This is an optimization exercise on Yosys and OpenROAD, whose aim is small area, not a production implementation. Only simulation tests tie the RTL to the original design; equivalence was not proved. Power figures rest on the tool's default switching activity, not on a simulated workload.

==> job 8687 <==
==> flow/design.v (excerpt) <==
module game_core (
    input  logic        Clk,
    input  logic        Reset,           
    input  logic        frame_clk,       
    input  logic [7:0]  keycode,
    input  logic [9:0]  DrawX,
    input  logic [9:0]  DrawY,
    output logic        is_ball,
    output logic [3:0]  is_enemy,
    output logic        is_platform,
    output logic        is_shield,
    output logic        is_punch,
    output logic [3:0]  is_attack,
    output logic [13:0] player_location,
    output logic [13:0] Ball_X,
    output logic [13:0] Ball_Y,
    output logic        ball_direction,
    output logic [55:0] enemy_loc,
    output logic [55:0] Enemy_X,
    output logic [55:0] Enemy_Y,
    output logic [3:0]  enemy_direction,
    output logic [3:0]  is_enemy_shield,
    output logic [3:0]  is_enemy_attack,
    output logic [2:0]  health_out,
    output logic        game_over,
    output logic [3:0]  dead,
    output logic        all_dead,
    output logic        changeFrame,
    output logic [13:0] left_bound
);
export LEC_CHECK = 0
export ABC_AREA = 1
export CAP_MARGIN = 10
export CORE_MARGIN = 2
export CORE_UTILIZATION = 70
export CTS_CLUSTER_DIAMETER = 115
export CTS_CLUSTER_SIZE = 22
export PLACE_DENSITY = 0.9
export SLEW_MARGIN = 10
create_clock -name core_clock -period 25.0 [get_ports {Clk}]
standard.sh (not shown) runs the stock make flow with config.mk's settings and CLKGATE_MAP_FILE= SYNTH_SCRIPT=/design/flow/synth_recipe.tcl, a recipe that flattens the netlist after the stock synthesis.
==> flow/flow/run.sh <==
#!/bin/bash
# Own layout flow: the standard synthesis; then the combinational logic of
# the synthesized netlist is re-mapped for area with ABC (flip-flops are kept
# as they are: same instances, names and cells; several ABC random seeds are
# tried in parallel and the smallest netlist is kept); then the standard
# layout from floorplan to the final layout, with the smallest buffer on each
# port.  Each tool's output goes to a log file of its own in this folder.
set -euo pipefail
here=$(pwd)
flowdir=$here/flow
results=$here/orfs/results/${FLOW_PLATFORM}/game_core/base
lib=$FLOW_HOME/platforms/${FLOW_PLATFORM}/lib/sky130_fd_sc_hd__tt_025C_1v80.lib
yosys_bin=$FLOW_HOME/../tools/install/yosys/bin/yosys
[ -x "$yosys_bin" ] || yosys_bin=yosys

# 1. standard synthesis
bash standard.sh synth > $here/log_1_synth.txt 2>&1

# 2. area re-mapping of the combinational logic, in two passes; each pass
#    tries several ABC seeds in parallel and keeps the smallest netlist
du=""
for c in $(cat $flowdir/dontuse.txt); do du="$du -dont_use $c"; done
printf 'set_driving_cell sky130_fd_sc_hd__buf_1\nset_load 5\n' > $here/remap_abc.constr
remap_pass() {  # remap_pass NAME INPUT.v DSTIME SEEDS... ; leaves the best as NAME_best.v
  local name=$1 input=$2 dstime=$3; shift 3
  local s
  for s in "$@"; do
    sed "s/@SEED@/$s/; s/@TIME@/$dstime/" $flowdir/remap.abc > $here/${name}_$s.abc
    cat > $here/${name}_$s.ys <<EOY
read_liberty -ignore_miss_func $lib
blackbox $(tr '\n' ' ' < $flowdir/seqcells.txt)
read_verilog $input
hierarchy -top $FLOW_TOP
rename -hide c:_*
flatten
opt_clean -purge
abc -liberty $lib $du -script $here/${name}_$s.abc -constr $here/remap_abc.constr
opt_clean -purge
hilomap -singleton -hicell sky130_fd_sc_hd__conb_1 HI -locell sky130_fd_sc_hd__conb_1 LO
splitnets
opt_clean -purge
insbuf -buf sky130_fd_sc_hd__buf_4 A X
opt_clean -purge
tee -o $here/${name}_stat_$s.txt stat -liberty $lib
write_verilog -noattr -noexpr -nohex -nodec $here/${name}_out_$s.v
EOY
    $yosys_bin -s $here/${name}_$s.ys > $here/log_2_${name}_$s.txt 2>&1 &
  done
  wait
  local best="" bestarea="" a
  for s in "$@"; do
    a=$(sed -n "s/.*Chip area for module.*: \([0-9.]*\).*/\1/p" $here/${name}_stat_$s.txt 2>/dev/null | head -1)
    [ -n "$a" ] || continue
    if [ -z "$best" ] || awk "BEGIN{exit !($a < $bestarea)}"; then best=$s; bestarea=$a; fi
  done
  echo "$name: seed $best area $bestarea" >> $here/log_2_remap_choice.txt
  [ -n "$best" ]
  cp $here/${name}_out_$best.v $here/${name}_best.v
  echo "$bestarea" > $here/${name}_best_area.txt
}
cp $results/1_2_yosys.v $here/remap_in.v
remap_pass remap1 $here/remap_in.v 300 1 2 3 4 5 6 7 8 9 10 11 12
remap_pass remap2 $here/remap1_best.v 150 11 12 13 14 15 16 17 18
# keep the second pass only if it improved on the first
if awk "BEGIN{exit !($(cat $here/remap2_best_area.txt) < $(cat $here/remap1_best_area.txt))}"; then
  cp $here/remap2_best.v $results/1_2_yosys.v
else
  cp $here/remap1_best.v $results/1_2_yosys.v
fi
touch $results/1_2_yosys.v

# 3. standard layout from the re-mapped netlist
bash standard.sh BUFFER_PORTS_ARGS="-buffer_cell sky130_fd_sc_hd__buf_1" finish > $here/log_3_layout.txt 2>&1
Other scripts of this flow, unchanged in this note and not shown: flow/flow/dontuse.txt, flow/flow/remap.abc, flow/flow/seqcells.txt
==> job 9374 (differences from job 8687) <==
--- a/flow/design.v
+++ b/flow/design.v
@@ -2,68 +2,63 @@
     input  logic Clk, Reset,
     input  logic fre,
     output logic changeFrame,
     output logic tick
 );
     logic [3:0] a;
     logic       b;
     logic [2:0] c;
-    logic wa, ia, tb, ic, wc;
-    assign wa = fre & ((a == 4'd9) | (a == 4'd15));     
-    assign ia = fre & ~wa;                              
-    assign tb = fre & (a == 4'd9);                      
-    assign ic = tb & b;                                 
-    assign wc = ic & (c == 3'd5);                       
     always_ff @(posedge Clk) begin
         if (Reset) begin
             a <= 4'd15;
             b <= 1'b0;
             c <= 3'd0;
-        end else begin
-            a <= wa ? 4'd0 : a + {3'd0, ia};
-            b <= b ^ tb;
-            c <= wc ? 3'd0 : c + {2'd0, ic};
+        end else if (fre) begin
+            if (a == 4'd9) begin
+                a <= 4'd0;
+                b <= ~b;
+                if (b) c <= (c == 3'd5) ? 3'd0 : c + 3'd1;
+            end else if (a == 4'd15)
+                a <= 4'd0;
+            else
+                a <= a + 4'd1;
         end
     end
     assign changeFrame = b;
     assign tick = (a == 4'd8) & b & (c == 3'd5);
 endmodule
 module health (
     input  logic       Clk, Reset,
     input  logic       fre, tick, hit_en,
     output logic [2:0] health_out,
     output logic       game_over
 );
-    logic dec;
-    assign dec = fre & tick & hit_en & ~game_over;
     always_ff @(posedge Clk) begin
         if (Reset)
             health_out <= 3'd5;
-        else
-            health_out <= health_out - {2'd0, dec};
+        else if (fre & tick & hit_en & ~game_over)
+            health_out <= health_out - 3'd1;
     end
     assign game_over = (health_out == 3'd0);
 endmodule
 module enemy_health4 (
     input  logic       Clk, Reset,
     input  logic       fre, tick,
     input  logic [3:0] enemy_hit_en, is_enemy_shield,
     output logic [3:0] dead,
     output logic       all_dead
 );
     logic [3:0][2:0] h;
-    logic [3:0] dec;
-    assign dec = {4{fre & tick}} & enemy_hit_en & ~is_enemy_shield & ~dead;
     always_ff @(posedge Clk) begin
         for (int i = 0; i < 4; i++) begin
             if (Reset)
                 h[i] <= (i == 3) ? 3'd7 : 3'd5;
-            else
-                h[i] <= h[i] - {2'd0, dec[i]};
+            else if (fre & tick & enemy_hit_en[i] & ~is_enemy_shield[i] & ~dead[i])
+                h[i] <= h[i] - 3'd1;
         end
     end
     always_comb
         for (int i = 0; i < 4; i++) dead[i] = (h[i] == 3'd0);
     assign all_dead = &dead;
 endmodule
 module platform (
     input  logic [9:0]  DrawX, DrawY,
@@ -200,38 +195,40 @@
     logic [14:0] below, landing;     
     logic [14:0] yb;                 
     always_comb
         for (int k = 0; k < 15; k++) begin
             below[k]   = ~le14(14'(TOPK(k) - 9'd31), 14'(Y));
             landing[k] = ~le14(14'(Y), 14'(TOPK(k) - 9'd37));
             yb[k]      = ~le14(14'(Y), 14'(TOPK(k) - 9'd30)) & ~le14(14'(BOTK(k) + 9'd30), 14'(Y));
         end
+    logic [8:0] tv;
+    assign tv = TOPK(int'(top_i));
     logic [8:0] yadd;                    
     logic ymv;                           
     assign ymv = fe && (kj || (~landing[top_i] && below[top_i] && below[tl_i] && below[tr_i]));
     assign yadd = Y + (!ymv ? 9'd0 : (kj && ~below[top_i]) ? 9'd312 : 9'd6);
     logic [8:0] land_y;                 
     always_comb begin
         land_y = 9'd0;
         for (int k = 0; k < 16; k++) if (top_i == 4'(k)) land_y = TOPK(k) - 9'd31;
     end
     logic [3:0]  sP;
     always_comb begin
         sP = 4'd0;
         for (int k = 1; k < 16; k++)
             if (le14(C(k), P)) sP = 4'(k);
     end
-    logic [13:0] cs, gap, plw, prw;        
+    logic [13:0] cs, cn, gap, plw, prw;    
     logic [10:0] d, e;                   
     always_comb begin
-        cs = 14'd0; gap = 14'd0; plw = 14'd0; prw = 14'd0;
+        cs = 14'd0; cn = 14'd0; gap = 14'd0; plw = 14'd0; prw = 14'd0;
         for (int k = 0; k < 16; k++)
             if (sP == 4'(k)) begin
-                cs = C(k); gap = C(k + 1) - C(k);
+                cs = C(k); cn = C(k + 1); gap = C(k + 1) - C(k);
                 plw = C(k) + 14'd21; prw = C(k + 1) - 14'd21;
             end
     end
     assign d = 11'(add14(P, ~cs, 1'b1));
     assign e = 11'(add14(gap, ~{3'd0, d}, 1'b1));
     logic collL, collR;
     logic [2:0] dl, er;
     always_comb begin
@@ -491,26 +488,30 @@
     always_ff @(posedge Clk) begin
         if (Reset) begin
             lr <= LR'(LS); yr <= 9'd449; lm3 <= 2'(LS % 3);
         end else begin
             lr <= l_n[LR-1:0]; yr <= y_n; lm3 <= lm3_n;
         end
     end
     assign y = (IDX == 0) ? (seen ? 9'd269 : 9'd449) : yr;
+    logic [8:0] tv;
     logic [4:0] yt;
     always_comb begin
-        yt = ytest(y, 300);
+        tv = 9'd300; yt = ytest(y, 300);
         if (IDX == 1) begin
+            tv = (t == 2'd1) ? 9'd280 : (t == 2'd2) ? 9'd380 : (t == 2'd3) ? 9'd440 : 9'd300;
             yt = (t == 2'd1) ? ytest(y, 280) : (t == 2'd2) ? ytest(y, 380) : (t == 2'd3) ? ytest(y, 440) : ytest(y, 300);
         end
         if (IDX == 2) begin
+            tv = (t == 2'd1) ? 9'd220 : (t == 2'd2) ? 9'd340 : 9'd300;
             yt = (t == 2'd1) ? ytest(y, 220) : (t == 2'd2) ? ytest(y, 340) : ytest(y, 300);
         end
         if (IDX == 3) begin
+            tv = seen ? 9'd440 : 9'd300;
             yt = seen ? ytest(y, 440) : ytest(y, 300);
         end
     end
     logic [8:0] land_y;                  
     always_comb begin
         land_y = 9'd269;
         if (IDX == 1) land_y = (t == 2'd1) ? 9'd249 : (t == 2'd2) ? 9'd349 : (t == 2'd3) ? 9'd409 : 9'd269;
         if (IDX == 2) land_y = (t == 2'd1) ? 9'd189 : (t == 2'd2) ? 9'd309 : 9'd269;
--- a/flow/flow/run.sh
+++ b/flow/flow/run.sh
@@ -51,23 +51,17 @@
   for s in "$@"; do
     a=$(sed -n "s/.*Chip area for module.*: \([0-9.]*\).*/\1/p" $here/${name}_stat_$s.txt 2>/dev/null | head -1)
     [ -n "$a" ] || continue
     if [ -z "$best" ] || awk "BEGIN{exit !($a < $bestarea)}"; then best=$s; bestarea=$a; fi
   done
   echo "$name: seed $best area $bestarea" >> $here/log_2_remap_choice.txt
   [ -n "$best" ]
   cp $here/${name}_out_$best.v $here/${name}_best.v
-  echo "$bestarea" > $here/${name}_best_area.txt
 }
 cp $results/1_2_yosys.v $here/remap_in.v
-remap_pass remap1 $here/remap_in.v 300 1 2 3 4 5 6 7 8 9 10 11 12
+remap_pass remap1 $here/remap_in.v 300 1 2 3 4 5 6 7 8
 remap_pass remap2 $here/remap1_best.v 150 11 12 13 14 15 16 17 18
-# keep the second pass only if it improved on the first
-if awk "BEGIN{exit !($(cat $here/remap2_best_area.txt) < $(cat $here/remap1_best_area.txt))}"; then
-  cp $here/remap2_best.v $results/1_2_yosys.v
-else
-  cp $here/remap1_best.v $results/1_2_yosys.v
-fi
+cp $here/remap2_best.v $results/1_2_yosys.v
 touch $results/1_2_yosys.v
 
 # 3. standard layout from the re-mapped netlist
 bash standard.sh BUFFER_PORTS_ARGS="-buffer_cell sky130_fd_sc_hd__buf_1" finish > $here/log_3_layout.txt 2>&1
==> flow/config.mk (replaced) <==
export PLATFORM = sky130hd
export DESIGN_NAME = game_core
export DESIGN_NICKNAME = game_core
export VERILOG_FILES = /design/flow/design.v
export SDC_FILE = /design/flow/constraint.sdc
export NUM_CORES = 8
export LEC_CHECK = 0
export ABC_AREA = 1
export CAP_MARGIN = 10
export CORE_MARGIN = 2
export CORE_UTILIZATION = 45
export CTS_CLUSTER_DIAMETER = 115
export CTS_CLUSTER_SIZE = 22
export PLACE_DENSITY = 0.8
export SLEW_MARGIN = 10
==> notes <==
- Between job 9374 and job 8687, the lower non-clock buffer count is in job 8687 (gap 6).
- Of job 9374 and job 8687, job 8687 has the higher synthesized cell count (gap about 0.33%, measured against job 8687).
- Of job 8687 and job 9374, job 8687 has the higher total power (gap about 1.8%, measured against job 9374).
- Synthesized area: job 8687 is lower than job 9374 (about 0.22%).
- Between job 9374 and job 8687, the lower sequential share of layout area is in job 9374 (gap 0.42 points).
- Against job 8687, the global-route usage of job 9374 is lower by 18 points.
- Between job 8687 and job 9374, the lower die area is in job 8687 (gap 35%, measured against job 9374).
==> figures <==
metric                                                                            job 8687                 job 9374
Run status                                                         complete, no violations  complete, no violations
Flop pwr share                                                                       47.1%                    47.3%
Share of the final layout cell area in multi-input gates                             61.5%                    60.4%
Global-route met1 utilization                                                        63.5%                    46.7%
Routability cong.                                                                     1.22                     1.06
Std cell rows                                                                           63                       79
Hold_ws                                                                           0.398 ns                 0.389 ns
Non-clock buffer count                                                                 270                      276
Max Clk Rate                                                                      66.9 MHz                 67.6 MHz
Highest fanout seen on the critical path                                                10                       15
Final routed wirelength across all metal layers                                    91.3 mm                  96.3 mm
Fraction of power spent switching nets                                               37.1%                    35.2%
Final standard cell count with taps included and fillers excluded                     4029                     4241
Routed met2 length                                                                 35.3 mm                  41.2 mm
Slew of the pin with the lowest slew margin                                        1.40 ns                  1.13 ns

-- afterwards: timing with drivers on the ports --
How much do the figures lean on ideal ports? The routed layouts below were timed once more, with nothing changed but the port constraints.
Step 1, drivers: a clkbuf_16 drives Clk and a buf_2 each remaining input, both assumed.
Step 2 moves the port delays by t, midway between the first and last clock arrival at a register: inputs arrive t later, outputs are due t later. That takes back most of the time a late clock gives input paths.
a / b / c = no drivers / after step 1 / after step 2; a / b = the first two.
run	t, ns	slack for setup (ns)	latest minus earliest clock arrival (ns)	worst data-port slew with drivers (ns)
job 8687	0.597	10.046 / 10.018 / 10.018	0.025 / 0.025	0.04
job 9374	0.607	10.197 / 10.147 / 10.147	0.060 / 0.059	0.08
After both steps setup and hold are still met in every run listed. The setup slack of job 9374, which loses most, moves by -0.050 ns with the drivers and by -0.050 ns with both steps.
